Background: an optimization exercise with open tools, aiming at small area and a short achievable clock period. Do not read the settings as production practice.
In this exercise RTL edits were held to simulation tests only and were not proved equivalent to the original.

## test_dsp
module test_dsp #(parameter width_in1=26, parameter width_in2=14, parameter width_out=40) (
    input clk_i,
    input signed [width_in1:0] a_i,
    input signed [width_in2:0] b_i,
    input signed [width_out:0] pd_pattern1,
    output signed [width_out:0] c_o,
    output reg ones_o
);
clock: 6.5 ns
lec_check: 0
abc_area: 1
cap_margin: 20
core_margin: 2
core_utilization: 50
cts_buf_list: sky130_fd_sc_hd__clkbuf_8
cts_cluster_diameter: 71
cts_cluster_size: 12
setup_slack_margin: 3.5
slew_margin: 20
standard.sh (not shown) runs the stock make flow with config.mk's settings and CLKGATE_MAP_FILE= SYNTH_SCRIPT=/design/flow/synth_recipe.tcl, a recipe that flattens the netlist after the stock synthesis.
==> flow/flow/run.sh <==
#!/bin/bash
# Standard ORFS layout, with one extra step between synthesis and floorplan:
# flow/polarity.py removes the polarity inverters that Yosys's full-adder
# extraction leaves between adder cells (full adders are self-dual), and
# swaps gates for their complement cells where that saves an inverter.
# Before that, flow/cpafix.py splits the full adders Yosys made of the final
# adder's last step (sum and carry of s_i, c_i and the prefix carry) into
# xor2 + a21o, so the late prefix carry passes one gate.
# After it, flow/fapins.py puts each full adder's latest input on its
# fastest pin (CIN), and flow/fanout.py gives the high-fanout Booth digit signals an
# inverter-pair driver.
# Registers and ports are untouched.
set -euo pipefail
cd "$(dirname "$0")/.."
W=$(pwd)
R=$W/orfs/results/${FLOW_PLATFORM}/test_dsp/base
LIB=${FLOW_HOME}/platforms/${FLOW_PLATFORM}/lib/sky130_fd_sc_hd__tt_025C_1v80.lib
# port buffers: a real buffer cell (buffer_ports otherwise picks a delay cell)
export BUFFER_PORTS_ARGS="-buffer_cell sky130_fd_sc_hd__buf_2"
bash standard.sh synth > "$W/run_synth.log" 2>&1
cp "$R/1_2_yosys.v" "$W/1_2_yosys.standard.v"
python3 flow/cpafix.py "$W/1_2_yosys.standard.v" "$W/1_2_yosys.cpafix.v" > "$W/run_cpafix.log" 2>&1
python3 flow/polarity.py "$LIB" "$W/1_2_yosys.cpafix.v" "$W/1_2_yosys.polarity.v" > "$W/run_polarity.log" 2>&1
python3 flow/fapins.py "$W/1_2_yosys.polarity.v" "$W/1_2_yosys.fapins.v" > "$W/run_fapins.log" 2>&1
python3 flow/fanout.py 10 "$W/1_2_yosys.fapins.v" "$R/1_2_yosys.v" > "$W/run_fanout.log" 2>&1
rm -f "$R/1_synth.odb" "$R/1_synth.sdc"
bash standard.sh finish > "$W/run_layout.log" 2>&1
Other scripts of this flow, unchanged in this note and not shown: flow/flow/cpafix.py, flow/flow/fanout.py, flow/flow/fapins.py, flow/flow/polarity.py
Rerun with:
Settings changed: CORE_UTILIZATION 50 to 55, SETUP_SLACK_MARGIN 3.5 to 3.4.
The new run went through all stages and came out clean.
Count of clock-buffer cells in the layout shrinks by 1.
Worst hold slack is worse by 0.068 ns.
Die area falls by 8.9%.

red:
Another version of the RTL of test_dsp (not shown whole).
Size: about 130 I/O pins, about 16,000 um2 of cells after synthesis.
clock: 6.5 ns
lec_check: 0
abc_area: 1
cap_margin: 20
core_margin: 2
core_utilization: 50
cts_buf_list: sky130_fd_sc_hd__clkbuf_8
cts_cluster_diameter: 71
cts_cluster_size: 12
setup_slack_margin: 3.5
slew_margin: 20
==> flow/flow/run.sh <==
#!/bin/bash
# Standard ORFS layout, with one extra step between synthesis and floorplan:
# flow/polarity.py removes the polarity inverters that Yosys's full-adder
# extraction leaves between adder cells (full adders are self-dual), and
# swaps gates for their complement cells where that saves an inverter;
# flow/fanout.py then gives the high-fanout Booth digit signals an
# inverter-pair driver.
# Registers and ports are untouched.
set -euo pipefail
cd "$(dirname "$0")/.."
W=$(pwd)
R=$W/orfs/results/${FLOW_PLATFORM}/test_dsp/base
LIB=${FLOW_HOME}/platforms/${FLOW_PLATFORM}/lib/sky130_fd_sc_hd__tt_025C_1v80.lib
# port buffers: a real buffer cell (buffer_ports otherwise picks a delay cell)
export BUFFER_PORTS_ARGS="-buffer_cell sky130_fd_sc_hd__buf_2"
bash standard.sh synth > "$W/run_synth.log" 2>&1
cp "$R/1_2_yosys.v" "$W/1_2_yosys.standard.v"
python3 flow/polarity.py "$LIB" "$W/1_2_yosys.standard.v" "$W/1_2_yosys.polarity.v" > "$W/run_polarity.log" 2>&1
python3 flow/fanout.py 10 "$W/1_2_yosys.polarity.v" "$R/1_2_yosys.v" > "$W/run_fanout.log" 2>&1
rm -f "$R/1_synth.odb" "$R/1_synth.sdc"
bash standard.sh finish > "$W/run_layout.log" 2>&1
Other scripts of this flow, unchanged in this note and not shown: flow/flow/fanout.py, flow/flow/polarity.py
What blue does differently from red at the input level:
- SETUP_SLACK_MARGIN changed from 3.5 to 3.4
--- outcome ---
red vs blue, critical path capture point: prod_r[32]$_DFF_P_ vs prod_r[33]$_DFF_P_. red -> blue: total nets after synthesis delta 0, exact match. Relative to red, the non-filler instance count after layout measured on blue has decreased slightly. | wire length of the first global-routing pass | blue vs red | better |. red → blue: met1 capacity usage during global routing shrank by 0.75 points; number of buffer cells added on primary ports neither gained nor lost much; total number of vias now sits lower; core utilization now smaller; pre-CTS worst setup slack went down by 0.024 ns. The met2 routing resource usage after global routing reported for blue is smaller than that of red by 0.74 points.
--- input diff blue..green ---
- swapping 3.4 for 3.3 in SETUP_SLACK_MARGIN
==> run notes <==
- Worst endpoint required time: blue vs green — no meaningful difference
- blue → green: register-to-register slack shows no meaningful change; final cell count without fillers barely changed; critical path depth higher; via count +62.
- green: sequential cell area share 0.25 points above blue
- Per the final summary, green finished and its layout is clean on timing, DRC and antenna.

Starting RTL as in the previous note.
Settings: LEC_CHECK=0, ABC_AREA=1, ABC_CLOCK_PERIOD_IN_PS=2000, CAP_MARGIN=20, CORE_MARGIN=2, CORE_UTILIZATION=50, SETUP_SLACK_MARGIN=3.3, SLEW_MARGIN=20; clock period 6.5 ns.
==> flow/flow/run.sh <==
#!/bin/bash
# Standard ORFS layout, with one extra step between synthesis and floorplan:
# flow/polarity.py removes the polarity inverters that Yosys's full-adder
# extraction leaves between adder cells (full adders are self-dual), and
# swaps gates for their complement cells where that saves an inverter.
# Registers and ports are untouched.
set -euo pipefail
cd "$(dirname "$0")/.."
W=$(pwd)
R=$W/orfs/results/${FLOW_PLATFORM}/test_dsp/base
LIB=${FLOW_HOME}/platforms/${FLOW_PLATFORM}/lib/sky130_fd_sc_hd__tt_025C_1v80.lib
# port buffers: a real buffer cell (buffer_ports otherwise picks a delay cell)
export BUFFER_PORTS_ARGS="-buffer_cell sky130_fd_sc_hd__buf_2"
bash standard.sh synth > "$W/run_synth.log" 2>&1
cp "$R/1_2_yosys.v" "$W/1_2_yosys.standard.v"
python3 flow/polarity.py "$LIB" "$W/1_2_yosys.standard.v" "$R/1_2_yosys.v" > "$W/run_polarity.log" 2>&1
rm -f "$R/1_synth.odb" "$R/1_synth.sdc"
bash standard.sh finish > "$W/run_layout.log" 2>&1
Other scripts of this flow, unchanged in this note and not shown: flow/flow/polarity.py
The first run produced a clean layout.
Then changed:
ABC_CLOCK_PERIOD_IN_PS = not set   (was 2000)
CTS_BUF_LIST = sky130_fd_sc_hd__clkbuf_8   (was not set)
CTS_CLUSTER_DIAMETER = 71   (was not set)
CTS_CLUSTER_SIZE = 12   (was not set)
The new run passed the timing, DRC and antenna checks.
Worst setup slack is worse by 0.013 ns.
Utilization decreases by 1.3 points.
Hold slack is worse by 0.0083 ns.
Via count is about the same.
Area after synthesis stays the same.
First-iteration DRC count decreases by 3.4%.
Wire length decreases by about 1%.
Register-to-register slack stays flat.
Then changed:
CTS_BUF_LIST = not set   (was sky130_fd_sc_hd__clkbuf_8)
CTS_CLUSTER_DIAMETER = not set   (was 71)
CTS_CLUSTER_SIZE = not set   (was 12)
After rerunning:
- worst setup slack improved by 0.013 ns
- first-iteration DRC count increases by 3.6%
- hold slack is better by 0.0083 ns
- global-route usage increases by 0.15 points
- die area is unchanged
- cell area rises by 2.3%
- count of clock-buffer cells in the layout increases by 8
Then changed:
--- a/flow/flow/run.sh
+++ b/flow/flow/run.sh
@@ -11,5 +11,5 @@
 LIB=${FLOW_HOME}/platforms/${FLOW_PLATFORM}/lib/sky130_fd_sc_hd__tt_025C_1v80.lib
 # port buffers: a real buffer cell (buffer_ports otherwise picks a delay cell)
-export BUFFER_PORTS_ARGS="-buffer_cell sky130_fd_sc_hd__buf_2"
+export BUFFER_PORTS_ARGS="-buffer_cell sky130_fd_sc_hd__buf_1"
 bash standard.sh synth > "$W/run_synth.log" 2>&1
 cp "$R/1_2_yosys.v" "$W/1_2_yosys.standard.v"
CTS_BUF_LIST = sky130_fd_sc_hd__clkbuf_8   (was not set)
CTS_CLUSTER_DIAMETER = 71   (was not set)
CTS_CLUSTER_SIZE = 12   (was not set)
SETUP_SLACK_MARGIN = 3.4   (was 3.3)
Effect: The new run completed without violations; core utilization stays flat; design area hardly moves; clock skew rises by 0.038 ns; register-to-register slack gains 0.04 ns.

-- port drivers added, routing unchanged --
Ports are ideal in the flow. The routed layouts listed here were re-timed in OpenROAD. Step 1, drivers: a clkbuf_16 drives clk_i and a buf_2 each remaining input, both assumed. Step 2 times the ports against the registers' clock, not the clock port: input delays grow and output delays shrink by t, the midpoint of the rising clock arrivals with the driver on. Three values: ideal ports, drivers, drivers and shift; two values: the first two.
run	shift t [ns]	setup WS [ns]	latest minus earliest clock arrival (ns)	worst data-port slew with drivers (ns)	cell pins on the clock port's net
the first run of note 1	0.605	3.533 / 3.501 / 2.896	0.020 / 0.020	0.08	1
the second run of note 1	0.594	3.474 / 3.458 / 2.864	0.036 / 0.036	0.06	1
red	0.595	3.386 / 3.386 / 2.805	0.042 / 0.041	0.21	1
blue	0.585	3.349 / 3.349 / 2.869	0.029 / 0.029	0.19	1
green	0.599	3.349 / 3.349 / 2.760	0.019 / 0.019	0.06	1
the first run of note 3	0.579	3.345 / 3.321 / 2.742	0.009 / 0.009	0.07	1
the second run of note 3	0.583	3.332 / 3.333 / 2.750	0.025 / 0.025	0.07	1
the third run of note 3	0.579	3.345 / 3.321 / 2.742	0.009 / 0.009	0.07	1
the fourth run of note 3	0.621	3.431 / 3.438 / 2.835	0.045 / 0.045	0.06	1
After both steps setup and hold are still met in every run listed. For the first run of note 1, which loses most, drivers alone change the setup slack by -0.032 ns; drivers and shift together by -0.637 ns.
